This is an optimization exercise on Yosys and OpenROAD, whose aim is small area and a short achievable clock period, not a production implementation.
No functional check of the RTL was part of any run shown here.
Power figures rest on the tool's default switching activity, not on a simulated workload.

`design.v`:
```
module alu (
    input               i_clk,
    input               i_rst_n,
    input               i_valid,
    input signed [11:0] i_data_a,
    input signed [11:0] i_data_b,
    input        [2:0]  i_inst,
    output              o_valid,
    output       [11:0] o_data,
    output              o_overflow
);
reg  [11:0] o_data_r;
reg         o_valid_r, o_overflow_r, mac_r;
reg  [11:0] res;
reg         ovf;
assign o_valid    = o_valid_r;
assign o_data     = o_data_r;
assign o_overflow = o_overflow_r;
wire        is_mac = (i_inst == 3'b011);
wire        acc_en = mac_r & is_mac;
wire [11:0] acc    = o_data_r & {12{acc_en}};
wire        acc_ov = o_overflow_r & acc_en;
wire one1;
wire two2;
wire neg3;
wire pp4;
wire pp5;
wire pp6;
wire pp7;
wire pp8;
wire pp9;
wire pp10;
wire pp11;
wire pp12;
wire pp13;
wire pp14;
wire pp15;
wire pp16;
wire one17;
wire two18;
wire neg19;
wire pp20;
wire pp21;
wire pp22;
wire pp23;
wire pp24;
wire pp25;
wire pp26;
wire pp27;
wire pp28;
wire pp29;
wire pp30;
wire pp31;
wire pp32;
wire one33;
wire two34;
wire neg35;
wire pp36;
wire pp37;
wire pp38;
wire pp39;
wire pp40;
wire pp41;
wire pp42;
wire pp43;
wire pp44;
wire pp45;
wire pp46;
wire pp47;
wire pp48;
wire one49;
wire two50;
wire neg51;
wire pp52;
wire pp53;
wire pp54;
wire pp55;
wire pp56;
wire pp57;
wire pp58;
wire pp59;
wire pp60;
wire pp61;
wire pp62;
wire pp63;
wire pp64;
wire one65;
wire two66;
wire neg67;
wire pp68;
wire pp69;
wire pp70;
wire pp71;
wire pp72;
wire pp73;
wire pp74;
wire pp75;
wire pp76;
wire pp77;
wire pp78;
wire pp79;
wire pp80;
wire one81;
wire two82;
wire neg83;
wire pp84;
wire pp85;
wire pp86;
wire pp87;
wire pp88;
wire pp89;
wire pp90;
wire pp91;
wire pp92;
wire pp93;
wire pp94;
wire pp95;
wire pp96;
wire s97;
wire c98;
wire s99;
wire c100;
wire s101;
wire c102;
wire s103;
wire c104;
wire s105;
wire c106;
wire s107;
wire c108;
wire s109;
wire c110;
wire s111;
wire c112;
wire s113;
wire c114;
wire s115;
wire c116;
wire s117;
wire c118;
wire s119;
wire c120;
wire s121;
wire c122;
wire s123;
wire c124;
wire s125;
wire c126;
wire s127;
wire c128;
wire s129;
wire c130;
wire s131;
wire c132;
wire s133;
wire c134;
wire s135;
wire c136;
wire s137;
wire c138;
wire s139;
wire c140;
wire s141;
wire c142;
wire s143;
wire c144;
wire s145;
wire c146;
wire s147;
wire c148;
wire s149;
wire c150;
wire s151;
wire c152;
wire s153;
wire c154;
wire s155;
wire c156;
wire s157;
wire c158;
wire s159;
wire c160;
wire s161;
wire c162;
wire s163;
wire c164;
wire s165;
wire c166;
wire s167;
wire c168;
wire s169;
wire c170;
wire s171;
wire c172;
wire s173;
wire c174;
wire s175;
wire c176;
wire s177;
wire c178;
wire s179;
wire c180;
wire s181;
wire c182;
wire s183;
wire c184;
wire s185;
wire c186;
wire s187;
wire c188;
wire s189;
wire c190;
wire s191;
wire c192;
wire s193;
wire c194;
wire s195;
wire c196;
wire s197;
wire c198;
wire s199;
wire c200;
wire s201;
wire c202;
wire s203;
wire c204;
wire s205;
wire c206;
wire s207;
wire c208;
wire s209;
wire c210;
wire s211;
wire c212;
wire s213;
wire c214;
wire s215;
wire c216;
wire s217;
wire c218;
wire s219;
wire c220;
wire s221;
wire c222;
wire s223;
wire c224;
wire s225;
wire c226;
wire s227;
wire c228;
wire s229;
wire c230;
wire s231;
wire c232;
wire s233;
wire c234;
wire s235;
wire c236;
wire s237;
wire c238;
wire s239;
wire c240;
wire s241;
wire c242;
wire s243;
wire c244;
assign one1 = i_data_b[0] ^ 1'b0;
assign two2 = (i_data_b[1] & ~i_data_b[0] & ~1'b0) | (~i_data_b[1] & i_data_b[0] & 1'b0);
assign neg3 = i_data_b[1] & ~(i_data_b[0] & 1'b0);
assign pp4 = (i_data_a[0] & one1) ^ neg3;
assign pp5 = ((i_data_a[1] & one1) | (i_data_a[0] & two2)) ^ neg3;
assign pp6 = ((i_data_a[2] & one1) | (i_data_a[1] & two2)) ^ neg3;
assign pp7 = ((i_data_a[3] & one1) | (i_data_a[2] & two2)) ^ neg3;
assign pp8 = ((i_data_a[4] & one1) | (i_data_a[3] & two2)) ^ neg3;
assign pp9 = ((i_data_a[5] & one1) | (i_data_a[4] & two2)) ^ neg3;
assign pp10 = ((i_data_a[6] & one1) | (i_data_a[5] & two2)) ^ neg3;
assign pp11 = ((i_data_a[7] & one1) | (i_data_a[6] & two2)) ^ neg3;
assign pp12 = ((i_data_a[8] & one1) | (i_data_a[7] & two2)) ^ neg3;
assign pp13 = ((i_data_a[9] & one1) | (i_data_a[8] & two2)) ^ neg3;
assign pp14 = ((i_data_a[10] & one1) | (i_data_a[9] & two2)) ^ neg3;
assign pp15 = ((i_data_a[11] & one1) | (i_data_a[10] & two2)) ^ neg3;
assign pp16 = ~(((i_data_a[11] & one1) | (i_data_a[11] & two2)) ^ neg3);
assign one17 = i_data_b[2] ^ i_data_b[1];
assign two18 = (i_data_b[3] & ~i_data_b[2] & ~i_data_b[1]) | (~i_data_b[3] & i_data_b[2] & i_data_b[1]);
assign neg19 = i_data_b[3] & ~(i_data_b[2] & i_data_b[1]);
assign pp20 = (i_data_a[0] & one17) ^ neg19;
assign pp21 = ((i_data_a[1] & one17) | (i_data_a[0] & two18)) ^ neg19;
assign pp22 = ((i_data_a[2] & one17) | (i_data_a[1] & two18)) ^ neg19;
assign pp23 = ((i_data_a[3] & one17) | (i_data_a[2] & two18)) ^ neg19;
assign pp24 = ((i_data_a[4] & one17) | (i_data_a[3] & two18)) ^ neg19;
assign pp25 = ((i_data_a[5] & one17) | (i_data_a[4] & two18)) ^ neg19;
assign pp26 = ((i_data_a[6] & one17) | (i_data_a[5] & two18)) ^ neg19;
assign pp27 = ((i_data_a[7] & one17) | (i_data_a[6] & two18)) ^ neg19;
assign pp28 = ((i_data_a[8] & one17) | (i_data_a[7] & two18)) ^ neg19;
assign pp29 = ((i_data_a[9] & one17) | (i_data_a[8] & two18)) ^ neg19;
assign pp30 = ((i_data_a[10] & one17) | (i_data_a[9] & two18)) ^ neg19;
assign pp31 = ((i_data_a[11] & one17) | (i_data_a[10] & two18)) ^ neg19;
assign pp32 = ~(((i_data_a[11] & one17) | (i_data_a[11] & two18)) ^ neg19);
assign one33 = i_data_b[4] ^ i_data_b[3];
assign two34 = (i_data_b[5] & ~i_data_b[4] & ~i_data_b[3]) | (~i_data_b[5] & i_data_b[4] & i_data_b[3]);
assign neg35 = i_data_b[5] & ~(i_data_b[4] & i_data_b[3]);
assign pp36 = (i_data_a[0] & one33) ^ neg35;
assign pp37 = ((i_data_a[1] & one33) | (i_data_a[0] & two34)) ^ neg35;
assign pp38 = ((i_data_a[2] & one33) | (i_data_a[1] & two34)) ^ neg35;
assign pp39 = ((i_data_a[3] & one33) | (i_data_a[2] & two34)) ^ neg35;
assign pp40 = ((i_data_a[4] & one33) | (i_data_a[3] & two34)) ^ neg35;
assign pp41 = ((i_data_a[5] & one33) | (i_data_a[4] & two34)) ^ neg35;
assign pp42 = ((i_data_a[6] & one33) | (i_data_a[5] & two34)) ^ neg35;
assign pp43 = ((i_data_a[7] & one33) | (i_data_a[6] & two34)) ^ neg35;
assign pp44 = ((i_data_a[8] & one33) | (i_data_a[7] & two34)) ^ neg35;
assign pp45 = ((i_data_a[9] & one33) | (i_data_a[8] & two34)) ^ neg35;
assign pp46 = ((i_data_a[10] & one33) | (i_data_a[9] & two34)) ^ neg35;
assign pp47 = ((i_data_a[11] & one33) | (i_data_a[10] & two34)) ^ neg35;
assign pp48 = ~(((i_data_a[11] & one33) | (i_data_a[11] & two34)) ^ neg35);
assign one49 = i_data_b[6] ^ i_data_b[5];
assign two50 = (i_data_b[7] & ~i_data_b[6] & ~i_data_b[5]) | (~i_data_b[7] & i_data_b[6] & i_data_b[5]);
assign neg51 = i_data_b[7] & ~(i_data_b[6] & i_data_b[5]);
assign pp52 = (i_data_a[0] & one49) ^ neg51;
assign pp53 = ((i_data_a[1] & one49) | (i_data_a[0] & two50)) ^ neg51;
assign pp54 = ((i_data_a[2] & one49) | (i_data_a[1] & two50)) ^ neg51;
assign pp55 = ((i_data_a[3] & one49) | (i_data_a[2] & two50)) ^ neg51;
assign pp56 = ((i_data_a[4] & one49) | (i_data_a[3] & two50)) ^ neg51;
assign pp57 = ((i_data_a[5] & one49) | (i_data_a[4] & two50)) ^ neg51;
assign pp58 = ((i_data_a[6] & one49) | (i_data_a[5] & two50)) ^ neg51;
assign pp59 = ((i_data_a[7] & one49) | (i_data_a[6] & two50)) ^ neg51;
assign pp60 = ((i_data_a[8] & one49) | (i_data_a[7] & two50)) ^ neg51;
assign pp61 = ((i_data_a[9] & one49) | (i_data_a[8] & two50)) ^ neg51;
assign pp62 = ((i_data_a[10] & one49) | (i_data_a[9] & two50)) ^ neg51;
assign pp63 = ((i_data_a[11] & one49) | (i_data_a[10] & two50)) ^ neg51;
assign pp64 = ~(((i_data_a[11] & one49) | (i_data_a[11] & two50)) ^ neg51);
assign one65 = i_data_b[8] ^ i_data_b[7];
assign two66 = (i_data_b[9] & ~i_data_b[8] & ~i_data_b[7]) | (~i_data_b[9] & i_data_b[8] & i_data_b[7]);
assign neg67 = i_data_b[9] & ~(i_data_b[8] & i_data_b[7]);
assign pp68 = (i_data_a[0] & one65) ^ neg67;
assign pp69 = ((i_data_a[1] & one65) | (i_data_a[0] & two66)) ^ neg67;
assign pp70 = ((i_data_a[2] & one65) | (i_data_a[1] & two66)) ^ neg67;
assign pp71 = ((i_data_a[3] & one65) | (i_data_a[2] & two66)) ^ neg67;
assign pp72 = ((i_data_a[4] & one65) | (i_data_a[3] & two66)) ^ neg67;
assign pp73 = ((i_data_a[5] & one65) | (i_data_a[4] & two66)) ^ neg67;
assign pp74 = ((i_data_a[6] & one65) | (i_data_a[5] & two66)) ^ neg67;
assign pp75 = ((i_data_a[7] & one65) | (i_data_a[6] & two66)) ^ neg67;
assign pp76 = ((i_data_a[8] & one65) | (i_data_a[7] & two66)) ^ neg67;
assign pp77 = ((i_data_a[9] & one65) | (i_data_a[8] & two66)) ^ neg67;
assign pp78 = ((i_data_a[10] & one65) | (i_data_a[9] & two66)) ^ neg67;
assign pp79 = ((i_data_a[11] & one65) | (i_data_a[10] & two66)) ^ neg67;
assign pp80 = ~(((i_data_a[11] & one65) | (i_data_a[11] & two66)) ^ neg67);
assign one81 = i_data_b[10] ^ i_data_b[9];
assign two82 = (i_data_b[11] & ~i_data_b[10] & ~i_data_b[9]) | (~i_data_b[11] & i_data_b[10] & i_data_b[9]);
assign neg83 = i_data_b[11] & ~(i_data_b[10] & i_data_b[9]);
assign pp84 = (i_data_a[0] & one81) ^ neg83;
assign pp85 = ((i_data_a[1] & one81) | (i_data_a[0] & two82)) ^ neg83;
assign pp86 = ((i_data_a[2] & one81) | (i_data_a[1] & two82)) ^ neg83;
assign pp87 = ((i_data_a[3] & one81) | (i_data_a[2] & two82)) ^ neg83;
assign pp88 = ((i_data_a[4] & one81) | (i_data_a[3] & two82)) ^ neg83;
assign pp89 = ((i_data_a[5] & one81) | (i_data_a[4] & two82)) ^ neg83;
assign pp90 = ((i_data_a[6] & one81) | (i_data_a[5] & two82)) ^ neg83;
assign pp91 = ((i_data_a[7] & one81) | (i_data_a[6] & two82)) ^ neg83;
assign pp92 = ((i_data_a[8] & one81) | (i_data_a[7] & two82)) ^ neg83;
assign pp93 = ((i_data_a[9] & one81) | (i_data_a[8] & two82)) ^ neg83;
assign pp94 = ((i_data_a[10] & one81) | (i_data_a[9] & two82)) ^ neg83;
assign pp95 = ((i_data_a[11] & one81) | (i_data_a[10] & two82)) ^ neg83;
assign pp96 = ~(((i_data_a[11] & one81) | (i_data_a[11] & two82)) ^ neg83);
assign s97 = acc[3] ^ neg67;
assign c98 = acc[3] & neg67;
assign s99 = acc[4] ^ pp13;
assign c100 = acc[4] & pp13;
assign s101 = acc[5] ^ neg83 ^ pp14;
assign c102 = (acc[5] & neg83) | (pp14 & (acc[5] ^ neg83));
assign s103 = pp28 ^ pp42;
assign c104 = pp28 & pp42;
assign s105 = acc[6] ^ pp15 ^ pp29;
assign c106 = (acc[6] & pp15) | (pp29 & (acc[6] ^ pp15));
assign s107 = pp43 ^ pp57;
assign c108 = pp43 & pp57;
assign s109 = 1'b1 ^ acc[7] ^ pp16;
assign c110 = (1'b1 & acc[7]) | (pp16 & (1'b1 ^ acc[7]));
assign s111 = pp30 ^ pp44 ^ pp58;
assign c112 = (pp30 & pp44) | (pp58 & (pp30 ^ pp44));
assign s113 = 1'b1 ^ acc[8] ^ pp31;
assign c114 = (1'b1 & acc[8]) | (pp31 & (1'b1 ^ acc[8]));
assign s115 = pp45 ^ pp59;
assign c116 = pp45 & pp59;
assign s117 = acc[9] ^ pp32 ^ pp46;
assign c118 = (acc[9] & pp32) | (pp46 & (acc[9] ^ pp32));
assign s119 = 1'b1 ^ acc[10];
assign c120 = 1'b1 & acc[10];
assign s121 = 1'b1 ^ ~acc[11];
assign c122 = 1'b1 & ~acc[11];
assign s123 = 1'b1 ^ neg35;
assign c124 = 1'b1 & neg35;
assign s125 = acc[0] ^ pp23;
assign c126 = acc[0] & pp23;
assign s127 = acc[1] ^ neg51 ^ pp10;
assign c128 = (acc[1] & neg51) | (pp10 & (acc[1] ^ neg51));
assign s129 = pp24 ^ pp38;
assign c130 = pp24 & pp38;
assign s131 = acc[2] ^ pp11 ^ pp25;
assign c132 = (acc[2] & pp11) | (pp25 & (acc[2] ^ pp11));
assign s133 = pp39 ^ pp53;
assign c134 = pp39 & pp53;
assign s135 = s97 ^ pp12 ^ pp26;
assign c136 = (s97 & pp12) | (pp26 & (s97 ^ pp12));
assign s137 = pp40 ^ pp54 ^ pp68;
assign c138 = (pp40 & pp54) | (pp68 & (pp40 ^ pp54));
assign s139 = c98 ^ pp27 ^ pp41;
assign c140 = (c98 & pp27) | (pp41 & (c98 ^ pp27));
assign s141 = pp55 ^ pp69 ^ s99;
assign c142 = (pp55 & pp69) | (s99 & (pp55 ^ pp69));
assign s143 = pp56 ^ pp70 ^ pp84;
assign c144 = (pp56 & pp70) | (pp84 & (pp56 ^ pp70));
assign s145 = c100 ^ s103 ^ s101;
assign c146 = (c100 & s103) | (s101 & (c100 ^ s103));
assign s147 = pp71 ^ pp85 ^ c104;
assign c148 = (pp71 & pp85) | (c104 & (pp71 ^ pp85));
assign s149 = s107 ^ c102 ^ s105;
assign c150 = (s107 & c102) | (s105 & (s107 ^ c102));
assign s151 = pp72 ^ pp86 ^ c108;
assign c152 = (pp72 & pp86) | (c108 & (pp72 ^ pp86));
assign s153 = c106 ^ s109 ^ s111;
assign c154 = (c106 & s109) | (s111 & (c106 ^ s109));
assign s155 = pp73 ^ pp87 ^ s115;
assign c156 = (pp73 & pp87) | (s115 & (pp73 ^ pp87));
assign s157 = c110 ^ c112 ^ s113;
assign c158 = (c110 & c112) | (s113 & (c110 ^ c112));
assign s159 = pp60 ^ pp74 ^ pp88;
assign c160 = (pp60 & pp74) | (pp88 & (pp60 ^ pp74));
assign s161 = c116 ^ c114 ^ s117;
assign c162 = (c116 & c114) | (s117 & (c116 ^ c114));
assign s163 = s119 ^ pp47 ^ pp61;
assign c164 = (s119 & pp47) | (pp61 & (s119 ^ pp47));
assign s165 = pp75 ^ pp89 ^ c118;
assign c166 = (pp75 & pp89) | (c118 & (pp75 ^ pp89));
assign s167 = c120 ^ s121 ^ pp48;
assign c168 = (c120 & s121) | (pp48 & (c120 ^ s121));
assign s169 = pp62 ^ pp76 ^ pp90;
assign c170 = (pp62 & pp76) | (pp90 & (pp62 ^ pp76));
assign s171 = c122 ^ pp63 ^ pp77;
assign c172 = (c122 & pp63) | (pp77 & (c122 ^ pp63));
assign s173 = s123 ^ pp22;
assign c174 = s123 & pp22;
assign s175 = c124 ^ pp37 ^ pp9;
assign c176 = (c124 & pp37) | (pp9 & (c124 ^ pp37));
assign s177 = pp52 ^ c126 ^ s129;
assign c178 = (pp52 & c126) | (s129 & (pp52 ^ c126));
assign s179 = c130 ^ s133 ^ c128;
assign c180 = (c130 & s133) | (c128 & (c130 ^ s133));
assign s181 = c134 ^ c132 ^ s135;
assign c182 = (c134 & c132) | (s135 & (c134 ^ c132));
assign s183 = c136 ^ c138 ^ s139;
assign c184 = (c136 & c138) | (s139 & (c136 ^ c138));
assign s185 = c140 ^ s143 ^ c142;
assign c186 = (c140 & s143) | (c142 & (c140 ^ s143));
assign s187 = c144 ^ s147 ^ c146;
assign c188 = (c144 & s147) | (c146 & (c144 ^ s147));
assign s189 = c148 ^ s151 ^ c150;
assign c190 = (c148 & s151) | (c150 & (c148 ^ s151));
assign s191 = c152 ^ s155 ^ c154;
assign c192 = (c152 & s155) | (c154 & (c152 ^ s155));
assign s193 = s159 ^ c156 ^ c158;
assign c194 = (s159 & c156) | (c158 & (s159 ^ c156));
assign s195 = c160 ^ s163 ^ c162;
assign c196 = (c160 & s163) | (c162 & (c160 ^ s163));
assign s197 = c164 ^ s167 ^ s169;
assign c198 = (c164 & s167) | (s169 & (c164 ^ s167));
assign s199 = pp91 ^ c168 ^ c170;
assign c200 = (pp91 & c168) | (c170 & (pp91 ^ c168));
assign s201 = pp64 ^ pp78 ^ pp92;
assign c202 = (pp64 & pp78) | (pp92 & (pp64 ^ pp78));
assign s203 = 1'b1 ^ pp79;
assign c204 = 1'b1 & pp79;
assign s205 = neg19 ^ pp20;
assign c206 = neg19 & pp20;
assign s207 = pp21 ^ pp7;
assign c208 = pp21 & pp7;
assign s209 = pp36 ^ pp8 ^ s173;
assign c210 = (pp36 & pp8) | (s173 & (pp36 ^ pp8));
assign s211 = c174 ^ s125 ^ s175;
assign c212 = (c174 & s125) | (s175 & (c174 ^ s125));
assign s213 = c176 ^ s127 ^ s177;
assign c214 = (c176 & s127) | (s177 & (c176 ^ s127));
assign s215 = s131 ^ c178 ^ s179;
assign c216 = (s131 & c178) | (s179 & (s131 ^ c178));
assign s217 = s137 ^ c180 ^ s181;
assign c218 = (s137 & c180) | (s181 & (s137 ^ c180));
assign s219 = s141 ^ c182 ^ s183;
assign c220 = (s141 & c182) | (s183 & (s141 ^ c182));
assign s221 = c184 ^ s145 ^ s185;
assign c222 = (c184 & s145) | (s185 & (c184 ^ s145));
assign s223 = s149 ^ c186 ^ s187;
assign c224 = (s149 & c186) | (s187 & (s149 ^ c186));
assign s225 = s153 ^ c188 ^ s189;
assign c226 = (s153 & c188) | (s189 & (s153 ^ c188));
assign s227 = s157 ^ c190 ^ s191;
assign c228 = (s157 & c190) | (s191 & (s157 ^ c190));
assign s229 = s161 ^ c192 ^ s193;
assign c230 = (s161 & c192) | (s193 & (s161 ^ c192));
assign s231 = s165 ^ c194 ^ s195;
assign c232 = (s165 & c194) | (s195 & (s165 ^ c194));
assign s233 = c166 ^ s197 ^ c196;
assign c234 = (c166 & s197) | (c196 & (c166 ^ s197));
assign s235 = s171 ^ c198 ^ s199;
assign c236 = (s171 & c198) | (s199 & (s171 ^ c198));
assign s237 = c172 ^ s201 ^ c200;
assign c238 = (c172 & s201) | (c200 & (c172 ^ s201));
assign s239 = pp93 ^ s203 ^ c202;
assign c240 = (pp93 & s203) | (c202 & (pp93 ^ s203));
assign s241 = pp80 ^ pp94 ^ c204;
assign c242 = (pp80 & pp94) | (c204 & (pp80 ^ pp94));
assign s243 = 1'b1 ^ pp95;
assign c244 = 1'b1 & pp95;
wire [23:0] rx = {1'b1, pp96, s243, s241, s239, c236, s235, c232, c230, c228, c226, c224, c222, c220, c218, c216, c214, c212, c210, c208, c206, pp6, pp5, neg3};
wire [23:0] ry = {1'b0, c244, c242, c240, c238, s237, c234, s233, s231, s229, s227, s225, s223, s221, s219, s217, s215, s213, s211, s209, s207, s205, 1'b0, pp4};
wire [23:0] macc = rx + ry;
wire [18:0] m    = macc[23:5];
wire        m_ov = ~(&m[18:11] | ~|m[18:11]);
wire [12:0] sum  = {i_data_a[11], i_data_a} + {i_data_b[11], i_data_b};
wire [12:0] dif  = {i_data_a[11], i_data_a} - {i_data_b[11], i_data_b};
wire        a_ge = ~(sum[12] ^ dif[12]);
wire [11:0] x    = a_ge ? i_data_a : i_data_b;
wire [11:0] xabs = x[11] ? (~x + 12'd1) : x;
always @(*) begin
  ovf = 1'b0;
  case (i_inst)
    3'b000: begin res = sum[11:0]; ovf = sum[12] ^ sum[11]; end
    3'b001: begin res = dif[11:0]; ovf = dif[12] ^ dif[11]; end
    3'b010: begin res = m[11:0];   ovf = m_ov; end
    3'b011: begin res = m[11:0];   ovf = m_ov | acc_ov; end
    3'b100: res = ~(i_data_a ^ i_data_b);
    3'b101: res = i_data_a[11] ? 12'd0 : i_data_a;
    3'b110: res = sum[12:1];
    default: res = xabs;
  endcase
end
always @(posedge i_clk or negedge i_rst_n) begin
  if (~i_rst_n) begin
    o_valid_r    <= 1'b0;
    o_data_r     <= 12'd0;
    o_overflow_r <= 1'b0;
    mac_r        <= 1'b0;
  end else begin
    o_valid_r <= i_valid;
    if (i_valid) begin
      o_data_r     <= res;
      o_overflow_r <= ovf;
      mac_r        <= is_mac;
    end
  end
end
endmodule
```
`run.sh`:
```
#!/bin/bash
# synth_recipe.tcl (not shown) runs the flow's synth.tcl, then flattens the netlist and writes it again
# the make line also repeats each setting of config.mk as NAME=value (left out here)
make -C /OpenROAD-flow-scripts/flow DESIGN_CONFIG=/design/flow/config.mk WORK_HOME=/design/flow/orfs CLKGATE_MAP_FILE= SYNTH_SCRIPT=/design/flow/synth_recipe.tcl finish
```
`config.mk`:
```
export PLATFORM = sky130hd
export DESIGN_NAME = alu
export DESIGN_NICKNAME = alu
export VERILOG_FILES = /design/flow/design.v
export SDC_FILE = /design/flow/constraint.sdc
export NUM_CORES = 4
export LEC_CHECK = 0
export CAP_MARGIN = 20
export CORE_MARGIN = 2
export CORE_UTILIZATION = 40
export SLEW_MARGIN = 20
```
`constraint.sdc`:
```
create_clock -name core_clock -period 10.0 [get_ports {i_clk}]
set_input_delay 2.0000 -clock core_clock [delete_from_list [all_inputs] [get_ports {i_clk}]]
set_output_delay 2.0000 -clock core_clock [all_outputs]
set_load 0.01 [all_outputs]
```
==> impl_metrics.csv, run 1 <==
group,metric,value,unit
job,maxcap_violations,0,
logic_synthesis,cell_with_the_most_instances_after_synthesis,"sky130_fd_sc_hd__inv_1",
setup_path,rr_endpoint,"o_overflow_r",
setup_path,rr_worst_depth,18,
route,detail_route.vias_per_cell,5.83,
logic_synthesis,synthesis.instances,893,
global_routing,met1_global_route_usage,33.4,%
logic_synthesis,cell_area_after_synthesis,6910,sq um
floorplan,design.portCount,44,
setup_path,crit_slowest_cell,"sky130_fd_sc_hd__clkdlybuf4s50_1",
power_and_ir_drop,power.ir.vdd_worst,0.228,mV
global_routing,gr-total-overflow,0,
setup_path,cp-endpoint,"o_overflow_r",
setup_path,most_numerous_cell_on_the_critical_path,"sky130_fd_sc_hd__fa_1",
logic_synthesis,dominantRegCellSynth,"sky130_fd_sc_hd__dfrtp_1",
clock_network,clock-sinks,15,
setup_path,worstSetupEndpointType,"flip-flop",
finish,multi_input_gate_area_in_the_final_layout,5910,sq um
sta,final_max_slew_viol_count,0,
sta,worst-slew-pin-transition,0.983,ns
setup_path,critPathMaxStageDelay,0.65,ns
setup_path,timing.critical_path.required,10.14,ns
min_path,min_path_type,"reg -> reg",
sta,rsz0062_at_grt,"false",
route,drtPass1Iterations,5,
finish,final_core_utilization,44.4,%
clock_network,postCtsSetupRepairBufs,0,
clock_network,cts_htree_levels,1,
sta,maxSlewHeadroom,34.3,%
floorplan,die_x,135,um
setup_path,worst-endpoint-arrival,8.21,ns
clock_network,post_cts_resize_count,0,
route,via_count,6514,
setup_path,critical_path.max_fanout,14,
logic_synthesis,synth.area.top_cells,"sky130_fd_sc_hd__fa_1, sky130_fd_sc_hd__ha_1, sky130_fd_sc_hd__xnor2_1",
route,post-route-drc-count,0,
sta,finalCritPeriodShare,80.7,%
clock_network,clk_latency,0.26,ns
run_status,status,"no timing/DRC/antenna violations",
sta,final-setup-viol-count,0,
setup_path,critical_path.reg2reg.startpoint,"mac_r",
sta,timing.final.crit_period,8.07,ns
global_routing,grt_use_met2,39.0,%
logic_synthesis,yosys-top-cells-count,"sky130_fd_sc_hd__inv_1, sky130_fd_sc_hd__nand2_1, sky130_fd_sc_hd__xnor2_1",
sta,clock-skew-final,0.00715,ns
global_routing,grt_start_max_net_pins,29,
power_and_ir_drop,powerDensity,282,nW/um^2
logic_synthesis,synth_seq_cells,15,
global_routing,top_usage_layer,"met2",
sta,final-hold-violation-count,0,
logic_synthesis,synth_largest_area_cell,"sky130_fd_sc_hd__fa_1",
route,ant_nets,0,
finish,antenna_cells,0,
floorplan,die-height,135,um
clock_network,cts_root_buffer,"sky130_fd_sc_hd__clkbuf_16",
floorplan,die_area,18300,sq um
logic_synthesis,synthDominantCellAreaShare,16.5,%
placed_design,port-buffer-count,43,
global_routing,first_global_vias,6294,
setup_path,timing.setup.critical_path_class,"in -> reg",
setup_path,ff2ff_setup_slack,4.75,ns
floorplan,core_area,17100,sq um
setup_path,path_cells,"clkdlybuf4s50_1, ha_1, nand2b_1, xnor2_1, fa_1, fa_1, fa_1, fa_1, inv_1, ha_1, a21o_1, nor2_1, a31o_2, a41oi_4, a221o_1, nor3_1, a31oi_1, nor4_1, a31oi_1, a311o_1",
finish,nets,1044,
setup_path,timing.critical_path.from_type,"input pin",
placed_design,place_worst_setup_slack,1.67,ns
placed_design,hpwl,16.5,mm
clock_network,cts_tree,"yes",
logic_synthesis,postSynthNetCount,1043,
logic_synthesis,synth_cell_type_count,73,
finish,areaGrowthSynthToFinish,9.88,%
clock_network,postCtsHoldBufs,0,
clock_network,cts_buffers,3,
logic_synthesis,yosys_warnings,1,
route,routed_wl,21.0,mm
power_and_ir_drop,power,0.00214,W
route,wl_per_cell,18.8,um
global_routing,first_pass_grt_wire_length,34.3,mm
power_and_ir_drop,power.leakage,3.20,nW
floorplan,core.rowCount,48,
logic_synthesis,syn-mean-instance-area,7.74,sq um
sta,maxClockFrequency,0.124,GHz
global_routing,antenna_violations_before_repair,0,
sta,setup_tns,0,ns
min_path,worstHoldStart,"o_data_r[0]",
finish,seq_area,375,sq um
placed_design,routabilityCongestion,0.914,
setup_path,timing.critical_path.from,"i_data_b[3]",
global_routing,global_route.usage.met3,2.32,%
finish,post_route_cells_drive_above_1_share,5.26,%
logic_synthesis,synth_sequential_area_ratio,5.43,%
clock_network,clk_path_buf_depth,2,
floorplan,initial_core_util,40.4,%
logic_synthesis,synth_edf_count,0,
clock_network,clk_transition_reported_paths,0.06,ns
global_routing,grt_overall_usage,23.5,%
logic_synthesis,postSynth.asyncResetShare,100,%
sta,final.setup.worst_slack,1.93,ns
finish,filler_instances,1740,
route,detailedRoute.firstIterationViolations,529,
state kept, by name (all words and copies together), names as in the netlist:
| register | flops |
|---|---|
| mac_r | 1 |
| o_data_r | 12 |
| o_overflow_r | 1 |
| o_valid_r | 1 |
worst min-delay path by stage:
stage / slack, ns / to / cells after the start
after floorplan: 0.56 / mac_r / 1
after global placement: 0.58 / o_data_r[0] / 1
after detailed placement: 0.57 / o_data_r[0] / 1
after CTS: 0.58 / o_data_r[0] / 1
after global routing: 0.61 / o_data_r[0] / 1
final: 0.59 / o_data_r[0] / 1
metal layers:
layer / share of wire, % / routed length (um)
met1: 46 / 9680
met2: 46 / 9670
met3: 5.3 / 1120
met4: 2.5 / 523
met5: 0 / 0
stage by stage:
stage / instance area, sq um / hold slack, ns / instances
floorplan: 6910 / 0.555 / 893
global placement: 7510 / 0.585 / 1114
detailed placement: 7510 / 0.565 / 1114
CTS: 7590 / 0.583 / 1118
global route: 7590 / 0.612 / 1118
finish: 7590 / 0.588 / 1118
cell families (layout without fill, tap and decap cells):
| group | after synthesis | in the layout | share of synthesized area (%) |
|---|---|---|---|
| simple gates | 220 | 220 | 15.0 |
| compound gates | 245 | 245 | 25.3 |
| fa+ha+maj | 120 | 120 | 27.9 |
| mux | 13 | 13 | 2.10 |
| xor+xnor | 120 | 120 | 15.2 |
| buf+inv | 160 | 160 | 9.02 |
| flops | 15 | 15 | 5.43 |
power breakdown:
| group | switching (W) | internal, W |
|---|---|---|
| logic | 0.00115 | 0.000796 |
| clock network | 0.0000319 | 0.0000538 |
| registers | 0.0000331 | 0.0000843 |
final cells by class:
type                            count  share of cell area (%)
Clock buffer                        3                   0.988
Clock inverter                      1                  0.0659
Inverter                           89                    4.40
Multi-Input combinational cell    718                    77.9
Sequential cell                    15                    4.94
Tap cell                          225                    3.71
Timing Repair Buffer               67                    8.04
critical path: cells and delay by family:
kind	cells	cell delay, ns
compound gates	7	1.40
fa+ha+maj	6	2.47
xor+xnor	1	0.41
simple gates	4	1.20
buf+inv	2	0.69
cells in the final DEF, fill, tap and decap left out, types with 3 or more instances in the layout:
master,instances
sky130_fd_sc_hd__nor2b_1,8
sky130_fd_sc_hd__o2111ai_1,6
sky130_fd_sc_hd__nor2_1,53
sky130_fd_sc_hd__a31oi_1,12
sky130_fd_sc_hd__o211ai_1,11
sky130_fd_sc_hd__a211oi_1,5
sky130_fd_sc_hd__buf_4,24
sky130_fd_sc_hd__ha_1,63
sky130_fd_sc_hd__nand3_1,12
sky130_fd_sc_hd__o21a_1,9
sky130_fd_sc_hd__nand2_1,75
sky130_fd_sc_hd__nand2b_1,8
sky130_fd_sc_hd__nand3b_1,3
sky130_fd_sc_hd__nor3_1,25
sky130_fd_sc_hd__or3_1,4
sky130_fd_sc_hd__clkdlybuf4s50_1,43
sky130_fd_sc_hd__a221oi_1,5
sky130_fd_sc_hd__o32a_1,3
sky130_fd_sc_hd__a21o_1,7
sky130_fd_sc_hd__o21bai_1,3
sky130_fd_sc_hd__o21ai_0,30
sky130_fd_sc_hd__mux2i_1,9
sky130_fd_sc_hd__clkbuf_16,3
sky130_fd_sc_hd__a211o_1,4
sky130_fd_sc_hd__xnor2_1,67
sky130_fd_sc_hd__xor2_1,53
sky130_fd_sc_hd__nand4_1,4
sky130_fd_sc_hd__o31ai_1,12
sky130_fd_sc_hd__and2_1,4
sky130_fd_sc_hd__fa_1,57
sky130_fd_sc_hd__a21oi_1,50
sky130_fd_sc_hd__and3_1,12
sky130_fd_sc_hd__o22ai_1,3
sky130_fd_sc_hd__a22oi_1,55
sky130_fd_sc_hd__inv_1,87
sky130_fd_sc_hd__dfrtp_1,15
sky130_fd_sc_hd__nor4_1,4
==> inputs of run 2 (changes only) <==
--- a/config.mk
+++ b/config.mk
@@ -10,2 +10,3 @@
 export CORE_UTILIZATION = 40
+export SETUP_SLACK_MARGIN = 4
 export SLEW_MARGIN = 20
==> run 2 against run 1 <==
Net effect: still clean on timing, DRC and antenna; wire length rose by 11%; non-clock buffer count is 65 higher; total power increased by 30%; setup slack gained 1.2 ns; clock power decreased by 5.0%; first-iteration DRC count down 19%; sequential power is essentially flat; area after synthesis did not move; critical path type unchanged; largest cell class unchanged; largest power group unchanged.
==> impl_metrics.csv, run 2 <==
group,metric,value,unit
run_status,status,"no timing/DRC/antenna violations",
clock_network,cts_htree_levels,1,
global_routing,top_usage_layer,"met2",
route,via_count,6875,
global_routing,antenna_violations_before_repair,0,
floorplan,die_area,18300,sq um
logic_synthesis,synth_seq_cells,15,
min_path,worst_hold_depth,1,
route,post-route-drc-count,0,
logic_synthesis,yosys-top-cells-count,"sky130_fd_sc_hd__inv_1, sky130_fd_sc_hd__nand2_1, sky130_fd_sc_hd__xnor2_1",
logic_synthesis,synth_edf_count,0,
clock_network,clk_latency,0.25,ns
logic_synthesis,cell_area_after_synthesis,6910,sq um
clock_network,clock-sinks,15,
sta,setup_tns,0,ns
setup_path,worstSetupEndpointType,"flip-flop",
logic_synthesis,postSynth.asyncResetShare,100,%
logic_synthesis,synth_largest_area_cell,"sky130_fd_sc_hd__fa_1",
floorplan,die_x,135,um
setup_path,rr_endpoint,"o_overflow_r",
min_path,worstHoldStart,"o_data_r[0]",
sta,maxClockFrequency,0.146,GHz
finish,post_route_cells_drive_above_1_share,23.2,%
finish,mostFrequentLayoutCells,"sky130_fd_sc_hd__inv_1, sky130_fd_sc_hd__nand2_1, sky130_fd_sc_hd__buf_4",
setup_path,timing.critical_path.from_type,"input pin",
placed_design,placed_cells,1104,
clock_network,cts_tree,"yes",
setup_path,rr_worst_depth,19,
floorplan,initial_core_util,40.4,%
power_and_ir_drop,power.ir.vdd_worst,0.283,mV
clock_network,clk_path_buf_depth,2,
sta,final_max_slew_viol_count,0,
global_routing,grt_overall_usage,25.5,%
job,maxcap_violations,0,
power_and_ir_drop,powerDensity,315,nW/um^2
logic_synthesis,syn-mean-instance-area,7.74,sq um
logic_synthesis,synthesis.instances,893,
route,detail_route.vias_per_cell,5.81,
finish,areaGrowthSynthToFinish,28.5,%
logic_synthesis,synth_cell_type_count,73,
floorplan,core_area,17100,sq um
logic_synthesis,synth.area.top_cells,"sky130_fd_sc_hd__fa_1, sky130_fd_sc_hd__ha_1, sky130_fd_sc_hd__xnor2_1",
logic_synthesis,dominantRegCellSynth,"sky130_fd_sc_hd__dfrtp_1",
finish,layout.cells.most_common,"sky130_fd_sc_hd__inv_1",
floorplan,design.portCount,44,
route,detailedRoute.firstIterationViolations,427,
global_routing,first_pass_grt_wire_length,36.7,mm
logic_synthesis,cell_with_the_most_instances_after_synthesis,"sky130_fd_sc_hd__inv_1",
logic_synthesis,yosys_warnings,1,
setup_path,timing.setup.critical_path_class,"in -> reg",
placed_design,port-buffer-count,43,
sta,final-hold-violation-count,0,
logic_synthesis,postSynthNetCount,1043,
setup_path,ff2ff_setup_slack,4.95,ns
placed_design,routabilityCongestion,0.901,
finish,antenna_cells,0,
sta,clock-skew-final,0.00221,ns
global_routing,grt_start_max_net_pins,30,
placed_design,hpwl,16.6,mm
global_routing,global_route.usage.met3,1.12,%
logic_synthesis,synth_sequential_area_ratio,5.43,%
sta,worst-slew-pin-transition,1.01,ns
route,wl_per_cell,19.7,um
logic_synthesis,synthDominantCellAreaShare,16.5,%
route,routed_wl,23.3,mm
global_routing,gr-total-overflow,0,
floorplan,core.rowCount,48,
sta,finalCritPeriodShare,68.7,%
sta,rsz0062_at_grt,"true",
floorplan,die-height,135,um
sta,final-setup-viol-count,0,
setup_path,critical_path.max_fanout,7,
sta,timing.final.crit_period,6.87,ns
min_path,min_path_type,"reg -> reg",
min_path,min_to,"o_data_r[0]",
global_routing,first_global_vias,6641,
setup_path,timing.critical_path.required,10.13,ns
sta,maxSlewHeadroom,32.6,%
setup_path,critical_path.reg2reg.startpoint,"mac_r",
finish,max_flop_register,"o_data_r",
setup_path,worst-endpoint-arrival,7.00,ns
power_and_ir_drop,power.leakage,3.74,nW
finish,nets,1109,
clock_network,cts_buffers,3,
finish,post_layout_nonfiller_instances,1183,
clock_network,clk_transition_reported_paths,0.05,ns
route,drtPass1Iterations,5,
finish,filler_instances,1647,
finish,number_of_flip_flops_under_the_largest_register_name,12,
clock_network,cts_root_buffer,"sky130_fd_sc_hd__clkbuf_16",
route,ant_nets,0,
global_routing,grt_use_met2,43.7,%
global_routing,met1_global_route_usage,34.6,%
## run 2: cell counts after synthesis
No cell type changed its count.
## run 2: metal layers
layer	part of all wire (%)	vias up
met3	5.0	55
met1	44	3327
li1	-	3244
met5	0	-
met2	48	249
met4	2.8	0
## run 2: worst max path at each step
stage	endpoint	start
floorplan	o_overflow_r	i_data_a[5]
global placement	o_overflow_r	i_data_b[3]
detailed placement	o_overflow_r	i_data_b[3]
CTS	o_overflow_r	i_data_b[1]
global route	o_overflow_r	i_data_b[9]
finish	o_overflow_r	i_data_b[1]
## run 2: cell type report
cell class              count  area, sq um  share of cell area [%]
multi-input cells         718         6510                    73.3
well taps                 225          282                    3.17
flip-flops and latches     15          375                    4.23
repair buffers            132         1280                    14.4
clock buffers               4         78.8                   0.887
inverters                  89          360                    4.06
## run 2: timing repair
item | CTS | global route
resized for setup | 184 | 49
setup buffers | 54 | 18
gates cloned | 3 | 0
pin swaps | 56 | 40
hold buffers | 0 | 0
setup endpoints to repair | 13 | 11
## run 2: power by group
| group | internal [W] | switching, W | total (W) |
|---|---|---|---|
| Combinational | 0.00122 | 0.00138 | 0.00260 |
| Clock | 0.0000542 | 0.0000272 | 0.0000814 |
| Sequential | 0.0000844 | 0.0000295 | 0.000114 |
## run 2: cell families after synthesis
logic type	Yosys count	synth area share, %
compound gates	245	25.3
simple gates	220	15.0
buf+inv	160	9.02
xor+xnor	120	15.2
fa+ha+maj	120	27.9
flops	15	5.43
mux	13	2.10
## run 2: critical path, cell delays in order
cell and delay (ns):
sky130_fd_sc_hd__buf_8 0.10, sky130_fd_sc_hd__buf_12 0.14, sky130_fd_sc_hd__ha_4 0.28, sky130_fd_sc_hd__a22oi_2 0.27, sky130_fd_sc_hd__xnor2_4 0.16, sky130_fd_sc_hd__fa_2 0.47
sky130_fd_sc_hd__fa_2 0.35, sky130_fd_sc_hd__fa_2 0.35, sky130_fd_sc_hd__fa_1 0.52, sky130_fd_sc_hd__inv_2 0.05, sky130_fd_sc_hd__ha_4 0.29, sky130_fd_sc_hd__a21o_1 0.20
sky130_fd_sc_hd__nor2_4 0.06, sky130_fd_sc_hd__a31o_4 0.23, sky130_fd_sc_hd__a41oi_4 0.25, sky130_fd_sc_hd__buf_4 0.17, sky130_fd_sc_hd__a21oi_2 0.06, sky130_fd_sc_hd__xnor2_2 0.15
sky130_fd_sc_hd__nand3b_1 0.16, sky130_fd_sc_hd__nor4_1 0.26, sky130_fd_sc_hd__a31oi_1 0.13, sky130_fd_sc_hd__a311o_1 0.35
## run 2: metrics by stage
step           instance area (sq um)  total power (W)  hold slack [ns]  setup WS [ns]  utilization (%)
6_report                        8880          0.00279            0.559           3.13             51.9
5_1_grt                         8880          0.00304            0.581           2.91             51.9
4_1_cts                         8640          0.00261            0.566           3.15             50.5
3_5_place_dp                    7640          0.00214            0.555           1.84             44.6
3_3_place_gp                    7640          0.00213            0.550           1.95             44.6
2_1_floorplan                   7310          0.00166            0.555           3.37                -
==> inputs of run 3 (changes only) <==
--- a/config.mk
+++ b/config.mk
@@ -7,2 +7,3 @@
 export LEC_CHECK = 0
+export ABC_CLOCK_PERIOD_IN_PS = 4000
 export CAP_MARGIN = 20
==> run 3 against run 2 <==
Net effect: hold slack unchanged; critical path depth unchanged; synthesized cell count unchanged; combinational power about the same; final cell count unchanged; clock skew unchanged; sequential power about the same; global-route usage unchanged; maximum frequency unchanged; critical endpoint unchanged.
==> impl_metrics.csv, run 3 <==
group,metric,value,unit
sta,clock-skew-final,0.00221,ns
power_and_ir_drop,power.clock.fraction,2.9,%
logic_synthesis,synth_largest_area_cell,"sky130_fd_sc_hd__fa_1",
power_and_ir_drop,net-switching-power,0.00144,W
route,wl_per_cell,19.7,um
finish,filler_instances,1647,
logic_synthesis,postSynthNetCount,1043,
setup_path,worstSetupEndpointType,"flip-flop",
job,maxcap_violations,0,
sta,final.setup.worst_slack,3.13,ns
sta,final-setup-viol-count,0,
global_routing,grt_start_max_net_pins,30,
floorplan,die_x,135,um
route,detailedRoute.firstIterationViolations,427,
run_status,status,"no timing/DRC/antenna violations",
floorplan,core_area,17100,sq um
finish,layout.cells.most_common,"sky130_fd_sc_hd__inv_1",
logic_synthesis,postSynth.asyncResetShare,100,%
power_and_ir_drop,power.ir.vdd_worst,0.283,mV
global_routing,first_global_vias,6641,
clock_network,cts_tree,"yes",
setup_path,crit_slowest_cell,"sky130_fd_sc_hd__fa_1",
finish,seq_area,375,sq um
floorplan,core.rowCount,48,
global_routing,grt_overall_usage,25.5,%
setup_path,rr_worst_depth,19,
finish,antenna_cells,0,
sta,setup_tns,0,ns
setup_path,critical_path.max_fanout,7,
power_and_ir_drop,power.leakage,3.74,nW
placed_design,hpwl,16.6,mm
power_and_ir_drop,powerDensity,315,nW/um^2
logic_synthesis,dominantRegCellSynth,"sky130_fd_sc_hd__dfrtp_1",
clock_network,cts_htree_levels,1,
sta,maxClockFrequency,0.146,GHz
clock_network,clk_transition_reported_paths,0.05,ns
setup_path,timing.critical_path.from_type,"input pin",
floorplan,initial_core_util,40.4,%
global_routing,gr-total-overflow,0,
placed_design,port-buffer-count,43,
min_path,worstHoldStart,"o_data_r[0]",
setup_path,most_numerous_cell_on_the_critical_path,"sky130_fd_sc_hd__fa_2",
setup_path,critPathMaxStageDelay,0.52,ns
global_routing,first_pass_grt_wire_length,36.7,mm
power_and_ir_drop,combPwrFrac,93.0,%
setup_path,critical_path.reg2reg.startpoint,"mac_r",
route,routed_wl,23.3,mm
setup_path,timing.setup.critical_path_class,"in -> reg",
clock_network,cts_buffers,3,
min_path,worst_hold_depth,1,
finish,post_route_cells_drive_above_1_share,23.2,%
finish,multi_input_gate_area_in_the_final_layout,6510,sq um
logic_synthesis,cell_area_after_synthesis,6910,sq um
logic_synthesis,synth_sequential_area_ratio,5.43,%
route,via_count,6875,
logic_synthesis,synthesis.instances,893,
setup_path,worst-endpoint-arrival,7.00,ns
logic_synthesis,syn-mean-instance-area,7.74,sq um
floorplan,design.portCount,44,
sta,final-hold-violation-count,0,
setup_path,timing.critical_path.from,"i_data_b[1]",
logic_synthesis,synth_edf_count,0,
logic_synthesis,synthDominantCellAreaShare,16.5,%
placed_design,place_worst_setup_slack,1.84,ns
finish,areaGrowthSynthToFinish,28.5,%
sta,maxSlewHeadroom,32.6,%
route,drtPass1Iterations,5,
finish,max_flop_register,"o_data_r",
logic_synthesis,yosys_warnings,1,
logic_synthesis,yosys-top-cells-count,"sky130_fd_sc_hd__inv_1, sky130_fd_sc_hd__nand2_1, sky130_fd_sc_hd__xnor2_1",
power_and_ir_drop,netSwitchingFraction,51.4,%
sta,rsz0062_at_grt,"true",
setup_path,path_cells,"buf_8, buf_12, ha_4, a22oi_2, xnor2_4, fa_2, fa_2, fa_2, fa_1, inv_2, ha_4, a21o_1, nor2_4, a31o_4, a41oi_4, buf_4, a21oi_2, xnor2_2, nand3b_1, nor4_1, a31oi_1, a311o_1",
sta,finalCritPeriodShare,68.7,%
finish,nets,1109,
floorplan,die-height,135,um
power_and_ir_drop,intPower,0.00136,W
clock_network,clk_latency,0.25,ns
sta,timing.final.crit_period,6.87,ns
clock_network,clk_path_buf_depth,2,
setup_path,timing.critical_path.required,10.13,ns
sta,final_max_slew_viol_count,0,
logic_synthesis,synth_seq_cells,15,
route,detail_route.vias_per_cell,5.81,
floorplan,die_area,18300,sq um
route,ant_nets,0,
power_and_ir_drop,power,0.00279,W
route,post-route-drc-count,0,
clock_network,clock-sinks,15,
placed_design,routabilityCongestion,0.901,
min_path,min_path_type,"reg -> reg",
logic_synthesis,synth_cell_type_count,73,
sta,worst-slew-pin-transition,1.01,ns
clock_network,cts_root_buffer,"sky130_fd_sc_hd__clkbuf_16",
logic_synthesis,synth.area.top_cells,"sky130_fd_sc_hd__fa_1, sky130_fd_sc_hd__ha_1, sky130_fd_sc_hd__xnor2_1",
finish,mostFrequentLayoutCells,"sky130_fd_sc_hd__inv_1, sky130_fd_sc_hd__nand2_1, sky130_fd_sc_hd__buf_4",
global_routing,antenna_violations_before_repair,0,
logic_synthesis,cell_with_the_most_instances_after_synthesis,"sky130_fd_sc_hd__inv_1",
finish,number_of_flip_flops_under_the_largest_register_name,12,
power_and_ir_drop,seq_power_share,4.1,%
## run 3: cell counts in the layout (fill, tap and decap cells not counted)
Identical to the previous run, type by type.
## run 3: cell type report
class / instances / share of cell area [%]
timing repair buffer: 132 / 14.4
inverter: 89 / 4.06
multi-input combinational: 718 / 73.3
clock buffer: 4 / 0.887
tap: 225 / 3.17
sequential: 15 / 4.23
## run 3: final timing paths
kind	slack (ns)	end
setup / recovery	3.13	o_overflow_r
hold / removal	0.56	o_data_r[0]
setup reg to reg	4.95	o_overflow_r
hold reg to reg	0.56	o_data_r[0]
max in group asynchronous	7.33	o_valid_r
min in group asynchronous	2.19	o_data_r[1]
## run 3: stage by stage
step | instances | area, sq um | hold slack [ns] | utilization (%)
after floorplan | 893 | 7310 | 0.555 | -
after global placement | 1104 | 7640 | 0.550 | 44.6
after detailed placement | 1104 | 7640 | 0.555 | 44.6
after CTS | 1165 | 8640 | 0.566 | 50.5
after global routing | 1183 | 8880 | 0.581 | 51.9
final | 1183 | 8880 | 0.559 | 51.9
## run 3: timing repair
item | in CTS | in global routing
pin swaps | 56 | 40
cloned | 3 | 0
hold buffers | 0 | 0
gates resized for setup | 184 | 49
endpoints found under the setup margin | 13 | 11
buffers inserted | 54 | 18
## run 3: cell families (layout without fill, tap and decap cells)
group	after synthesis	after routing	share of synthesized area (%)
buffers and inverters	160	225	9.02
AOI/OAI and AO/OA	245	245	25.3
xor gates and xnor gates	120	120	15.2
muxes	13	13	2.10
and+or+nand+nor	220	220	15.0
DFF	15	15	5.43
adders and majority gates	120	120	27.9
## run 3: metal layers
layer	vias to the layer above	share of wire (%)	GRT usage, %
li1	3244	-	-
met1	3327	44	34.6
met2	249	48	43.7
met3	55	5.0	1.12
met4	0	2.8	8.45
met5	-	0	0
## run 3: power by group through the flow
| stage | logic (W) | clock network [W] | registers (W) |
|---|---|---|---|
| after floorplan | 0.00155 | 0 | 0.000112 |
| final | 0.00260 | 0.0000814 | 0.000114 |
| after CTS | 0.00241 | 0.0000825 | 0.000113 |
| after global routing | 0.00285 | 0.0000838 | 0.000115 |
| after global placement | 0.00201 | 0 | 0.000112 |
| after detailed placement | 0.00203 | 0 | 0.000113 |
## run 3: critical path: cells and delay by family
family	cells	cell delay, ns
XOR/XNOR	2	0.31
AO/OA/AOI/OAI	7	1.49
AND/OR/NAND/NOR	3	0.48
adder cells (fa/ha/maj)	6	2.26
buffers and inverters	4	0.46

separate check: timing with driven ports:
How much do the figures lean on ideal ports? The routed layouts below were timed once more, with nothing changed but the port constraints.
Step 1 assumes that a clkbuf_16 drives the clock port and a buf_2 every other input.
Step 2 adds t to the input delays and takes it off the output delays; t is the mean of the earliest and latest rising clock arrival at the registers after step 1. Input paths then give back, and output paths get back, about the clock's delay inside the block.
Slacks: no drivers / after step 1 / after step 2; pairs: no drivers / after step 1.
run	shift t [ns]	slack for setup (ns)	worst setup path after step 2	pins driven straight from the clock port
run 1	0.288	1.928 / 1.939 / 1.651	input to register	1
run 2	0.286	3.133 / 3.122 / 2.836	input to register	1
run 3	0.286	3.133 / 3.122 / 2.836	input to register	1
After both steps setup and hold are still met in every run listed.
